Context: an optimization exercise on an open-source flow, tuned for a short achievable clock period and few clock cycles. The choices shown serve that exercise and are no tape-out recipe. No activity file was given, so power comes from the tool's default toggle rates.

==> flow/design.v <==
module mips(input         clk, reset,
            output [31:0] pc,
            input  [31:0] instr,
            output        memwrite,
            output [31:0] memaddr,
            output [31:0] memwritedata,
            input  [31:0] memreaddata);
  reg [31:0] pc_f;
  reg [31:0] pc_o;                           
  reg        v_d;
  reg [31:0] ir_d, pcp4_d;
  reg [31:0] a_e, t_e, imm_e, tgt_e;
  reg        fa_m_e, fa_w_e, fa_r_e;           
  reg        ft_m_e, ft_w_e, ft_r_e;           
  reg        fb_m_e, fb_w_e, fb_r_e, fb_i_e;   
  reg        s_add_e, s_sub_e, s_and_e, s_or_e, s_slt_e;
  reg        we_e, mw_e, ld_e, cbeq_e;
  reg [4:0]  rd_e;
  reg [31:0] alu_m, wd_m, maddr_m;
  reg        el_e;                           
  reg        we_m, mw_m, ld_m;
  reg        redir;                          
  reg [31:0] tgt_m;
  reg [4:0]  rd_m;
  reg [31:0] res_w;
  reg        we_w;
  reg [4:0]  rd_w;
  reg [31:0] rf [1:31];
  localparam NB = 8;
  reg [NB-1:0] bv;
  reg [29:0]   btag [0:NB-1];
  reg [31:0]   btgt [0:NB-1];
  reg [31:0]   bword [0:NB-1];
  reg [2:0]    bptr;
  reg          pred_d, jpre_d;
  reg          wdl_e;                        
  reg [2:0]    pidx_d;
  reg [31:0]   pword_d;
  assign pc = pc_o;
  wire [31:0] pcp4_f = pc_f + 32'd4;
  reg  [NB-1:0] bhit;
  reg  [31:0]   phit_tgt, phit_word;
  reg  [2:0]    phit_idx;
  integer k;
  always @(*) begin
    phit_tgt = 32'h0; phit_word = 32'h0; phit_idx = 3'd0;
    for (k = 0; k < NB; k = k + 1) begin
      bhit[k] = bv[k] & (btag[k] == pc_f[31:2]);
      phit_tgt  = phit_tgt  | ({32{bhit[k]}} & btgt[k]);
      phit_word = phit_word | ({32{bhit[k]}} & bword[k]);
      phit_idx  = phit_idx  | ({3{bhit[k]}} & k[2:0]);
    end
  end
  wire pred_f = |bhit;
  wire jpre_f = (instr[31:26] == 6'b000010) & ~pred_f;
  wire [31:0] jtgt_f = {pcp4_f[31:28], instr[25:0], 2'b00};
  wire [5:0] op = ir_d[31:26];
  wire [5:0] fn = ir_d[5:0];
  wire [4:0] rs = ir_d[25:21];
  wire [4:0] rt = ir_d[20:16];
  wire [4:0] rdf = ir_d[15:11];
  wire is_r    = (op == 6'b000000);
  wire is_lw   = (op == 6'b100011);
  wire is_sw   = (op == 6'b101011);
  wire is_beq  = (op == 6'b000100);
  wire is_addi = (op == 6'b001000) | (op == 6'b001001);
  wire is_ori  = (op == 6'b001101);
  wire is_lui  = (op == 6'b001111);
  wire is_j    = (op == 6'b000010);
  wire f_add = is_r & (fn[5:1] == 5'b10000);
  wire f_sub = is_r & (fn[5:1] == 5'b10001);
  wire f_and = is_r & (fn == 6'b100100);
  wire f_or  = is_r & (fn == 6'b100101);
  wire f_slt = is_r & (fn == 6'b101010);
  wire ubeq = is_beq & (rs == rt);             
  wire cbeq = is_beq & (rs != rt);             
  wire use_rs = is_r | is_lw | is_sw | cbeq | is_addi | is_ori | is_lui;
  wire use_rt = is_r | is_sw | cbeq;
  wire use_imm = is_lw | is_sw | is_addi | is_ori | is_lui;
  wire [4:0] dst = is_r ? rdf : rt;
  wire writes = (is_r | is_lw | is_addi | is_ori | is_lui) & (dst != 5'd0);
  wire [31:0] sext = {{16{ir_d[15]}}, ir_d[15:0]};
  wire [31:0] imm_d = is_lui ? {ir_d[15:0], 16'h0} :
                      is_ori ? {16'h0, ir_d[15:0]} : sext;
  wire [31:0] btgt_d = pcp4_d + {sext[29:0], 2'b00};
  wire [31:0] jtgt_d = {pcp4_d[31:28], ir_d[25:0], 2'b00};
  wire [31:0] rf_rs = (rs == 5'd0) ? 32'h0 : (we_w & (rd_w == rs)) ? res_w : rf[rs];
  wire [31:0] rf_rt = (rt == 5'd0) ? 32'h0 : (we_w & (rd_w == rt)) ? res_w : rf[rt];
  wire rs_e = we_e & (rd_e == rs);
  wire rs_m = we_m & (rd_m == rs);
  wire rt_e = we_e & (rd_e == rt);
  wire rt_m = we_m & (rd_m == rt);
  wire wdl = is_sw & ld_e & rt_e;              
  wire memop_e = ld_e | mw_e;
  wire el = is_lw & (rs == 5'd0) & ~memop_e;
  wire stall_h = v_d & ld_e & ((use_rs & rs_e) | (use_rt & ~is_sw & rt_e));
  wire [31:0] fa = ({32{fa_m_e}} & alu_m) | ({32{fa_w_e}} & res_w) | ({32{fa_r_e}} & a_e);
  wire [31:0] ft = ({32{ft_m_e}} & alu_m) | ({32{ft_w_e}} & res_w) | ({32{ft_r_e}} & t_e);
  wire [31:0] fb = ({32{fb_m_e}} & alu_m) | ({32{fb_w_e}} & res_w) | ({32{fb_r_e}} & t_e) |
                   ({32{fb_i_e}} & imm_e);
  wire [31:0] sum, diff;
  ksadd add_u (.a(fa), .b(fb),  .cin(1'b0), .y(sum));
  ksadd sub_u (.a(fa), .b(~fb), .cin(1'b1), .y(diff));
  wire [31:0] alu  = ({32{el_e}} & memreaddata) | ({32{s_add_e}} & sum) | ({32{s_sub_e}} & diff) |
                     ({32{s_and_e}} & (fa & fb)) | ({32{s_or_e}} & (fa | fb)) |
                     {31'h0, s_slt_e & diff[31]};
  wire taken_e = cbeq_e & (fa == ft);
  wire uncond = is_j | ubeq;
  wire pred_ok = pred_d & (ir_d == pword_d);
  wire id_redirect = v_d & (pred_d ? ~pred_ok : (uncond & ~jpre_d));
  wire btb_wr = v_d & uncond & ~pred_ok & ~jpre_d;
  wire stall = stall_h & ~redir;
  wire flush_d = redir | id_redirect;          
  wire bubble_e = redir | stall_h | ~v_d;      
  assign memaddr = maddr_m;
  assign memwritedata = wd_m;
  assign memwrite = mw_m;
  always @(posedge clk or posedge reset)
    if (reset) begin
      pc_f <= 32'h0;
      v_d <= 1'b0;
      bv <= {NB{1'b0}};
      bptr <= 3'd0;
      we_e <= 1'b0; mw_e <= 1'b0; ld_e <= 1'b0; cbeq_e <= 1'b0; el_e <= 1'b0;
      we_m <= 1'b0; redir <= 1'b0;
      we_w <= 1'b0;
    end else begin
      if (redir)            pc_f <= tgt_m;
      else if (stall)       pc_f <= pc_f;
      else if (id_redirect) pc_f <= ~uncond ? pcp4_d : is_j ? jtgt_d : btgt_d;
      else if (pred_f)      pc_f <= phit_tgt;
      else if (jpre_f)      pc_f <= jtgt_f;
      else                  pc_f <= pcp4_f;
      if (btb_wr) begin
        bv[pred_d ? pidx_d : bptr] <= 1'b1;
        if (!pred_d) bptr <= bptr + 3'd1;
      end
      if (flush_d)    v_d <= 1'b0;
      else if (!stall) v_d <= 1'b1;
      we_e   <= ~bubble_e & writes;
      mw_e   <= ~bubble_e & is_sw;
      ld_e   <= ~bubble_e & is_lw & ~el;
      el_e   <= ~bubble_e & el;
      cbeq_e <= ~bubble_e & cbeq;
      we_m <= we_e & ~redir;
      redir <= taken_e & ~redir;
      we_w <= we_m;
    end
  always @(posedge clk) begin
    if (reset) begin
      pc_o <= 32'h0;
      mw_m <= 1'b0;
    end else begin
      if (redir)            pc_o <= tgt_m;
      else if (stall)       pc_o <= pc_f;
      else if (id_redirect) pc_o <= ~uncond ? pcp4_d : is_j ? jtgt_d : btgt_d;
      else if (pred_f)      pc_o <= phit_tgt;
      else if (jpre_f)      pc_o <= jtgt_f;
      else                  pc_o <= pcp4_f;
      mw_m <= mw_e & ~redir;
    end
    if (!stall_h) begin
      ir_d   <= instr;
      pcp4_d <= pcp4_f;
      pred_d <= pred_f;
      jpre_d <= jpre_f;
      pidx_d <= phit_idx;
      pword_d <= phit_word;
    end
    if (btb_wr) begin
      btag[pred_d ? pidx_d : bptr]  <= pcp4_d[31:2] - 30'd1;
      btgt[pred_d ? pidx_d : bptr]  <= is_j ? jtgt_d : btgt_d;
      bword[pred_d ? pidx_d : bptr] <= ir_d;
    end
    a_e   <= rf_rs;
    t_e   <= rf_rt;
    imm_e <= imm_d;
    tgt_e <= btgt_d;
    wdl_e <= wdl;
    rd_e  <= dst;
    fa_m_e <= rs_e;
    fa_w_e <= ~rs_e & rs_m;
    fa_r_e <= ~rs_e & ~rs_m;
    ft_m_e <= rt_e;
    ft_w_e <= ~rt_e & rt_m;
    ft_r_e <= ~rt_e & ~rt_m;
    fb_m_e <= ~use_imm & rt_e;
    fb_w_e <= ~use_imm & ~rt_e & rt_m;
    fb_r_e <= ~use_imm & ~rt_e & ~rt_m;
    fb_i_e <= use_imm;
    s_add_e <= f_add | (is_lw & ~el) | is_sw | is_addi | is_lui;
    s_sub_e <= f_sub;
    s_and_e <= f_and;
    s_or_e  <= f_or | is_ori;
    s_slt_e <= f_slt;
    alu_m <= alu;
    tgt_m <= tgt_e;
    maddr_m <= (~bubble_e & el) ? sext : sum;
    wd_m  <= wdl_e ? memreaddata : ft;
    ld_m  <= ld_e;
    rd_m  <= rd_e;
    res_w <= ld_m ? memreaddata : alu_m;
    rd_w  <= rd_m;
    if (we_w) rf[rd_w] <= res_w;
  end
endmodule
module ksadd(input  [31:0] a, b,
             input         cin,
             output [31:0] y);
  wire [31:0] p0 = a ^ b;
  wire [31:0] g0 = (a & b) | {31'h0, p0[0] & cin};
  wire [31:0] g1, p1, g2, p2, g3, p3, g4, p4, g5, p5;
  assign g1 = g0 | (p0 & {g0[30:0], 1'b0});
  assign p1 = p0 & {p0[30:0], 1'b0};
  assign g2 = g1 | (p1 & {g1[29:0], 2'b0});
  assign p2 = p1 & {p1[29:0], 2'b0};
  assign g3 = g2 | (p2 & {g2[27:0], 4'b0});
  assign p3 = p2 & {p2[27:0], 4'b0};
  assign g4 = g3 | (p3 & {g3[23:0], 8'b0});
  assign p4 = p3 & {p3[23:0], 8'b0};
  assign g5 = g4 | (p4 & {g4[15:0], 16'b0});
  assign y = p0 ^ {g5[30:0], cin};
endmodule
clock: 10.5 ns
lec_check: 0
abc_clock_period_in_ps: 2500
cap_margin: 20
core_margin: 2
core_utilization: 55
slew_margin: 20
standard.sh (not shown) runs the stock make flow with config.mk's settings and CLKGATE_MAP_FILE= SYNTH_SCRIPT=/design/flow/synth_recipe.tcl, a recipe that flattens the netlist after the stock synthesis.
==> flow/flow/run.sh <==
#!/bin/bash
set -eo pipefail
TARGET_NS=${TARGET_NS:-3.3}
export SETUP_SLACK_MARGIN=$(python3 -c "print(round($FLOW_PERIOD_NS - $TARGET_NS, 3))")
echo "SETUP_SLACK_MARGIN=$SETUP_SLACK_MARGIN" > run_settings.log
cp standard.sh standard_sh.txt
bash standard.sh > standard.log 2>&1
Then changed:
--- a/flow/design.v
+++ b/flow/design.v
@@ -7,5 +7,4 @@
             input  [31:0] memreaddata);
   reg [31:0] pc_f;
-  reg [31:0] pc_o;                           
   reg        v_d;
   reg [31:0] ir_d, pcp4_d;
@@ -20,6 +19,4 @@
   reg        el_e;                           
   reg        we_m, mw_m, ld_m;
-  reg        redir;                          
-  reg [31:0] tgt_m;
   reg [4:0]  rd_m;
   reg [31:0] res_w;
@@ -37,5 +34,5 @@
   reg [2:0]    pidx_d;
   reg [31:0]   pword_d;
-  assign pc = pc_o;
+  assign pc = pc_f;
   wire [31:0] pcp4_f = pc_f + 32'd4;
   reg  [NB-1:0] bhit;
@@ -99,18 +96,17 @@
   wire [31:0] fb = ({32{fb_m_e}} & alu_m) | ({32{fb_w_e}} & res_w) | ({32{fb_r_e}} & t_e) |
                    ({32{fb_i_e}} & imm_e);
-  wire [31:0] sum, diff;
-  ksadd add_u (.a(fa), .b(fb),  .cin(1'b0), .y(sum));
-  ksadd sub_u (.a(fa), .b(~fb), .cin(1'b1), .y(diff));
+  wire [31:0] sum  = fa + fb;
+  wire [31:0] diff = fa - fb;
   wire [31:0] alu  = ({32{el_e}} & memreaddata) | ({32{s_add_e}} & sum) | ({32{s_sub_e}} & diff) |
                      ({32{s_and_e}} & (fa & fb)) | ({32{s_or_e}} & (fa | fb)) |
                      {31'h0, s_slt_e & diff[31]};
-  wire taken_e = cbeq_e & (fa == ft);
+  wire ex_redirect = cbeq_e & (fa == ft);
   wire uncond = is_j | ubeq;
   wire pred_ok = pred_d & (ir_d == pword_d);
   wire id_redirect = v_d & (pred_d ? ~pred_ok : (uncond & ~jpre_d));
   wire btb_wr = v_d & uncond & ~pred_ok & ~jpre_d;
-  wire stall = stall_h & ~redir;
-  wire flush_d = redir | id_redirect;          
-  wire bubble_e = redir | stall_h | ~v_d;      
+  wire stall = stall_h & ~ex_redirect;
+  wire flush_d = ex_redirect | id_redirect;    
+  wire bubble_e = ex_redirect | stall_h | ~v_d;
   assign memaddr = maddr_m;
   assign memwritedata = wd_m;
@@ -123,8 +119,8 @@
       bptr <= 3'd0;
       we_e <= 1'b0; mw_e <= 1'b0; ld_e <= 1'b0; cbeq_e <= 1'b0; el_e <= 1'b0;
-      we_m <= 1'b0; redir <= 1'b0;
+      we_m <= 1'b0; mw_m <= 1'b0;
       we_w <= 1'b0;
     end else begin
-      if (redir)            pc_f <= tgt_m;
+      if (ex_redirect)      pc_f <= tgt_e;
       else if (stall)       pc_f <= pc_f;
       else if (id_redirect) pc_f <= ~uncond ? pcp4_d : is_j ? jtgt_d : btgt_d;
@@ -143,22 +139,10 @@
       el_e   <= ~bubble_e & el;
       cbeq_e <= ~bubble_e & cbeq;
-      we_m <= we_e & ~redir;
-      redir <= taken_e & ~redir;
+      we_m <= we_e;
+      mw_m <= mw_e;
       we_w <= we_m;
     end
   always @(posedge clk) begin
-    if (reset) begin
-      pc_o <= 32'h0;
-      mw_m <= 1'b0;
-    end else begin
-      if (redir)            pc_o <= tgt_m;
-      else if (stall)       pc_o <= pc_f;
-      else if (id_redirect) pc_o <= ~uncond ? pcp4_d : is_j ? jtgt_d : btgt_d;
-      else if (pred_f)      pc_o <= phit_tgt;
-      else if (jpre_f)      pc_o <= jtgt_f;
-      else                  pc_o <= pcp4_f;
-      mw_m <= mw_e & ~redir;
-    end
-    if (!stall_h) begin
+    if (!stall) begin
       ir_d   <= instr;
       pcp4_d <= pcp4_f;
@@ -195,5 +179,4 @@
     s_slt_e <= f_slt;
     alu_m <= alu;
-    tgt_m <= tgt_e;
     maddr_m <= (~bubble_e & el) ? sext : sum;
     wd_m  <= wdl_e ? memreaddata : ft;
@@ -205,19 +188,2 @@
   end
 endmodule
-module ksadd(input  [31:0] a, b,
-             input         cin,
-             output [31:0] y);
-  wire [31:0] p0 = a ^ b;
-  wire [31:0] g0 = (a & b) | {31'h0, p0[0] & cin};
-  wire [31:0] g1, p1, g2, p2, g3, p3, g4, p4, g5, p5;
-  assign g1 = g0 | (p0 & {g0[30:0], 1'b0});
-  assign p1 = p0 & {p0[30:0], 1'b0};
-  assign g2 = g1 | (p1 & {g1[29:0], 2'b0});
-  assign p2 = p1 & {p1[29:0], 2'b0};
-  assign g3 = g2 | (p2 & {g2[27:0], 4'b0});
-  assign p3 = p2 & {p2[27:0], 4'b0};
-  assign g4 = g3 | (p3 & {g3[23:0], 8'b0});
-  assign p4 = p3 & {p3[23:0], 8'b0};
-  assign g5 = g4 | (p4 & {g4[15:0], 16'b0});
-  assign y = p0 ^ {g5[30:0], cin};
-endmodule
Result: Via count rose by 1.2%. Combinational power rose by about 3%. Power fell by 3.2%. Sequential share of layout area fell by 1.0 points. Maximum frequency fell by 3.1%. First-iteration DRC count stays flat. Design area hardly moves. Die area fell by 1.3%. Setup slack degrades by 0.12 ns. Area after synthesis fell by 1.3%. Sequential power stays flat.
No functional check of the RTL was part of any run of this note.

afterwards: timing with drivers on the ports:
In the flow no input, the clock included, has a driving cell. The finished layouts below were timed again as built, in two steps.
Step 1 assumes that a clkbuf_16 drives the clock port and a buf_2 every other input.
Step 2 times the ports against the registers' clock, not the clock port: input delays grow and output delays shrink by t, the midpoint of the rising clock arrivals with the driver on.
Slacks: ideal / step 1 / step 2; pairs: ideal / step 1.
run | shift t [ns] | setup WS [ns] | clock arrival spread, ns | worst register clock-pin slew, ns | worst slew at a driven data input, ns
the first run | 0.968 | 6.765 / 6.765 / 6.316 | 0.045 / 0.045 | 0.07 / 0.07 | 0.05
the second run | 0.976 | 6.646 / 6.646 / 6.008 | 0.039 / 0.039 | 0.07 / 0.07 | 0.05
After both steps setup and hold are still met in every run listed. For the second run, which loses most, drivers alone change the setup slack by 0.000 ns; drivers and shift together by -0.638 ns.
